What follows belongs to an exercise in optimizing a design on an open flow for small area; a production flow would make more cautious choices.
No run shown here included a check of the RTL's function; only the layout flow was run.
Power and IR drop assume default switching activity.

## flow/design.v (module list and top-level ports; edited modules follow where they fit)
// module p_fa: 4 lines
// module p_fac: 4 lines
// module p_ha: 4 lines
// module p_nor2: 3 lines
// module p_or2: 3 lines
// module p_and2: 3 lines
// module p_inv: 3 lines
// module p_xor2: 3 lines
// module p_xnor2: 3 lines
// module p_xor3: 3 lines
// module p_a222oi: 3 lines
// module magnitude_wrapper: 1047 lines
module magnitude_wrapper(
	input aclk,
	input aresetn,
	input s_i_data_valid,
	output reg s_o_data_ready,
	input [31:0] s_i_data,
	output reg m_o_data_valid,
	input m_i_data_ready,
	output [31:0] m_o_data
    );
  // ...
==> flow/flow/run.sh <==
#!/bin/bash
# Standard layout, but the port buffers are the smallest plain buffer and
# the clock tree uses smaller buffers without dummy loads.
set -euo pipefail
export BUFFER_PORTS_ARGS="-buffer_cell sky130_fd_sc_hd__buf_1"
export CTS_ARGS="-sink_clustering_enable -repair_clock_nets -dont_use_dummy_load -buf_list sky130_fd_sc_hd__clkbuf_8"
bash standard.sh finish > standard_flow.log 2>&1
==> flow/standard.sh <==
#!/bin/bash
# synth_recipe.tcl (not shown) runs the flow's synth.tcl, then flattens the netlist and writes it again
# the make line also repeats each setting of config.mk as NAME=value (left out here)
make -C /OpenROAD-flow-scripts/flow DESIGN_CONFIG=/design/flow/config.mk WORK_HOME=/design/flow/orfs CLKGATE_MAP_FILE= SYNTH_SCRIPT=/design/flow/synth_recipe.tcl "${@:-finish}"
==> flow/config.mk <==
export PLATFORM = sky130hd
export DESIGN_NAME = magnitude_wrapper
export DESIGN_NICKNAME = magnitude_wrapper
export VERILOG_FILES = /design/flow/design.v
export SDC_FILE = /design/flow/constraint.sdc
export NUM_CORES = 4
export LEC_CHECK = 0
export CAP_MARGIN = 20
export CORE_MARGIN = 2
export CORE_UTILIZATION = 40
export SLEW_MARGIN = 20
export SYNTH_HIERARCHICAL = 1
export SYNTH_MINIMUM_KEEP_SIZE = 0
==> flow/constraint.sdc <==
create_clock -name core_clock -period 10.0 [get_ports {aclk}]
set_input_delay 2.0000 -clock core_clock [delete_from_list [all_inputs] [get_ports {aclk}]]
set_output_delay 2.0000 -clock core_clock [all_outputs]
set_load 0.01 [all_outputs]
==> results.toml, run 1 <==
[power_and_ir_drop]
pg_clk_mw = 0.216
p_int_mw = 1.68
switchingPower_mw = 1.34

[synthesis]
synth-simple-area-share = 0.107
synth_compound_area_frac = 0.0729
synth_top_area_cell = "fa_1"
synth_seq_cells = 108
muxShareOfSynthArea = 0

[finish]
fillers = 1649
multi_input_area_share = 0.577
instances_no_fill = 895
final_common_cell = "fa_1"
nonClkBufAreaFrac = 0.0497
layout_common_cells = "fa_1, nor2_1, dfxtp_1"
numSequentialCells = 108

[worst_setup_path]
crit_chain = "buf_1 -> a222oi_1 -> nor2_1 -> fa_1 -> fa_1 -> fa_1 -> fa_1 -> fa_1 -> fa_1 -> fa_1 -> fa_1 -> fa_1 -> fa_1 -> fa_1 -> ha_1 -> ha_1 -> ha_1 -> ha_1 -> ha_1 -> xor2_1 -> inv_1 -> a222oi_1"
rr_endpoint = "cn[31]"
r2r_cells = 22
required_ns = 10.26
setup.worst_path.start_class = "input pin"

[sta]
drv_slew = 0
holdWs_ns = 0.389

[placed_design]
post-place-ws_ns = 0.736

[outcome]
status = "complete, no violations"

[cts]
cts_hold_buf = 0

[routing]
wl_met1_um = 6900
drt-pass1-iter-count = 8
==> inputs of run 2 (changes only) <==
--- a/flow/config.mk
+++ b/flow/config.mk
@@ -8,6 +8,7 @@
 export CAP_MARGIN = 20
 export CORE_MARGIN = 2
 export CORE_UTILIZATION = 40
+export GPL_TIMING_DRIVEN = 0
 export SLEW_MARGIN = 20
 export SYNTH_HIERARCHICAL = 1
 export SYNTH_MINIMUM_KEEP_SIZE = 0
==> results.toml, run 2 <==
[synthesis]
synth-simple-area-share = 0.107
synth_xor_area_frac = 0.00487
syn_avg_cell_area_um2 = 12.4
muxShareOfSynthArea = 0
async_flop_share = 0
synth_compound_area_frac = 0.0729
ys_types = 19
ys_seq_area_frac = 0.324
synth_ff_type = "dfxtp_1"
synthTopCellsByCount = "fa_1, nor2_1, dfxtp_1"
yosysMostFrequentCell = "fa_1"
synth_seq_cells = 108
ys_warn_count = 7
synth_area_um2 = 7200
synth_fa_ha_area_frac = 0.448
synth_top_family_by_area = "adder cells"
synthesis.instances = 579
ys_top_cells_by_area = "fa_1, dfxtp_1, a222oi_1"
synth_top_area_cell = "fa_1"
synth_top_cell_area_share = 0.378
synth_edf_count = 17

[worst_setup_path]
path_depth = 23
required_ns = 10.26
r2r-start = "f3"
slowest_stage = "a222oi_1"
endpoint = "cnc_19"
endpoint_kind = "flop"
path_max_fanout = 6
crit_chain = "buf_1 -> a222oi_1 -> buf_2 -> clkdlybuf4s18_2 -> nor2_1 -> fa_1 -> fa_1 -> fa_1 -> fa_1 -> fa_1 -> fa_1 -> fa_1 -> fa_1 -> fa_1 -> ha_1 -> ha_1 -> ha_1 -> ha_1 -> ha_1 -> fa_1 -> fa_1 -> fa_1 -> a222oi_1"
arrival_ns = 9.77
r2r_cells = 23
critPathMaxStageDelay_ns = 0.82
rr_endpoint = "cnc_19"
r2r_setup_slack_ns = 1.40
critPathBufInv = 3
critical_path_class = "input pin to flop"
critical-path-top-delay-family = "adder cells"
crit_path_frequent_cell = "fa_1"
critPathLaunch = "s_i_data[0]"
setup.worst_path.start_class = "input pin"

[min_path]
worst_hold_path_type = "flop to flop"

[sta]
rsz0062_at_grt = "no"
fin_skew_ns = 0.0317
setup_violations = 0
fin_crit_sh = 0.950
finalCriticalPeriod_ns = 9.50
drv_slew = 0
worst_pin_slew_ns = 0.980
max_freq_mhz = 105
hold_violations = 0
max_slew_margin = 0.347

[die]
core-area_um2 = 17800
fp.dieH_um = 138
num_rows = 49
fp.dieArea_um2 = 19100
initial_core_util = 0.405
die_w_um = 138
ios = 70

[cts]
cts-resized-gates = 0
post-cts-setup-buffers = 0
htree_levels = 3
cts_hold_buf = 0
tritoncts = "done"
root_buffer = "clkbuf_8"
clk_pin_slew_worst_paths_ns = 0.10
clock_path_buffers = 2
numClockSinks = 108
clock_latency_ns = 0.39
cts_buffers = 9

[global_routing]
antenna_found_initial = 0
grt_pass1_vias = 5581
track_usage = 0.182
overflow = 0
grt_pass1_wl_um = 27800
grt_max_degree = 38

[placed_design]
placed_cell_area_um2 = 8110
port_buffers = 69
place_congestion = 0.851
dp_hpwl_um = 12900

[run]
max_cap_violations = 0

[finish]
layout-drive-gt1-share = 0.111
diodes = 0
fin_area_um2 = 8230
nets = 923
final_common_cell = "fa_1"
syn_to_final_growth_pct = 14.4
layout_common_cells = "fa_1, nor2_1, dfxtp_1"
biggestRegsByFlops = "cn x32, p x32"

[power_and_ir_drop]
power_mw = 3.00
power.leakage_nw = 3.82
pwr_density_cell_nw_per_um2 = 365
irDropWorstVdd_v = 0.000198

[routing]
drt-pass1-iter-count = 6
wirelength_um = 16200
avgRoutedWirePerCell_um = 17.2
drtIter0Drc = 401
drtAntennaViolNets = 0
avgViaCountPerCell = 5.19
drc = 0
vias = 4864

[outcome]
status = "complete, no violations"
run 2: cell types whose count changed in the layout (fill, tap and decap cells not counted):
cell / delta
clkdlybuf4s18_2: +7
nor2_2: -1
inv_2: +1
buf_4: -5
inv_1: -1
clkdlybuf4s15_2: +2
buf_2: +37
buf_16: +2
nor2_4: +1
run 2: final cells by class:
class / instances / area (um2)
multi-input combinational: 403 / 4580
tap: 229 / 287
buffer: 11 / 82.6
fill: 1658 / 9550
inverter: 59 / 221
timing repair buffer: 119 / 607
sequential: 108 / 2330
clock buffer: 9 / 124
run 2: cells by family after synthesis:
group / Yosys count
compound gates: 53
xor+xnor: 4
fa+ha+maj: 176
buf+inv: 70
flops: 108
other cells: 1
simple gates: 167
run 2: worst min path at each step:
stage	start	endpoint	slack (ns)	depth (start not counted)
6_report	start	ack	0.40	0
5_1_grt	start	ack	0.43	0
4_1_cts	start	ack	0.39	0
3_5_place_dp	start	ack	0.38	0
3_3_place_gp	start	ack	0.37	0
2_1_floorplan	start	ack	0.36	0
run 2: power breakdown:
| group | total [mW] | internal, mW | leakage [nW] | switching (mW) |
|---|---|---|---|---|
| registers | 0.693 | 0.642 | 0.928 | 0.0516 |
| clock network | 0.217 | 0.0812 | 0.0647 | 0.136 |
| logic | 2.09 | 0.968 | 2.83 | 1.12 |
| total | 3.00 | 1.69 | 3.82 | 1.31 |
run 2: routing by layer:
layer,GRT usage,part of all wire
met5,0,0
met4,0.0510,0.017
met3,0.0384,0.048
met2,0.322,0.53
met1,0.228,0.41
run 2: through the flow:
| stage | std cells | utilization | setup slack (ns) | TNS, ns | hold slack, ns |
|---|---|---|---|---|---|
| floorplan | 581 | - | 0.819 | 0 | 0.360 |
| global placement | 879 | 0.436 | -0.674 | -3.22 | 0.367 |
| detailed placement | 929 | 0.456 | 0.208 | 0 | 0.378 |
| CTS | 938 | 0.463 | 0.566 | 0 | 0.393 |
| global route | 938 | 0.463 | 0.193 | 0 | 0.427 |
| finish | 938 | 0.463 | 0.495 | 0 | 0.396 |
run 2: modules after synthesis (local to each module, per instance), a selection:
module | area, um2 | flops+latches | cells inside | copies in the design
p_or2 | 6.26 | 0 | 1 | 15
p_nor2 | 3.75 | 0 | 1 | 105
p_xor2 | 8.76 | 0 | 1 | 4
p_ha | 12.5 | 0 | 1 | 39
magnitude_wrapper | 2510 | 108 | 137 | 1
p_inv | 3.75 | 0 | 1 | 52

==> re-timing with driven ports <==
How much do the figures lean on ideal ports? The routed layouts below were timed once more, with nothing changed but the port constraints. Step 1, drivers: a clkbuf_16 drives aclk and a buf_2 each remaining input, both assumed. Step 2 adds t to the input delays and takes it off the output delays; t is the mean of the earliest and latest rising clock arrival at the registers after step 1. Input paths then give back, and output paths get back, about the clock's delay inside the block. Three values: ideal ports, drivers, drivers and shift; two values: the first two.
run | shift t [ns] | slack for setup (ns) | hold slack, ns | clock arrival spread, ns | cell pins on the clock port's net
run 1 | 0.413 | 1.117 / 1.132 / 0.718 | 0.389 / 0.389 / 0.389 | 0.043 / 0.043 | 1
run 2 | 0.415 | 0.495 / 0.507 / 0.092 | 0.396 / 0.396 / 0.396 | 0.032 / 0.032 | 1
After both steps setup and hold are still met in every run listed. For run 2, which loses most, drivers alone change the setup slack by +0.012 ns; drivers and shift together by -0.403 ns.
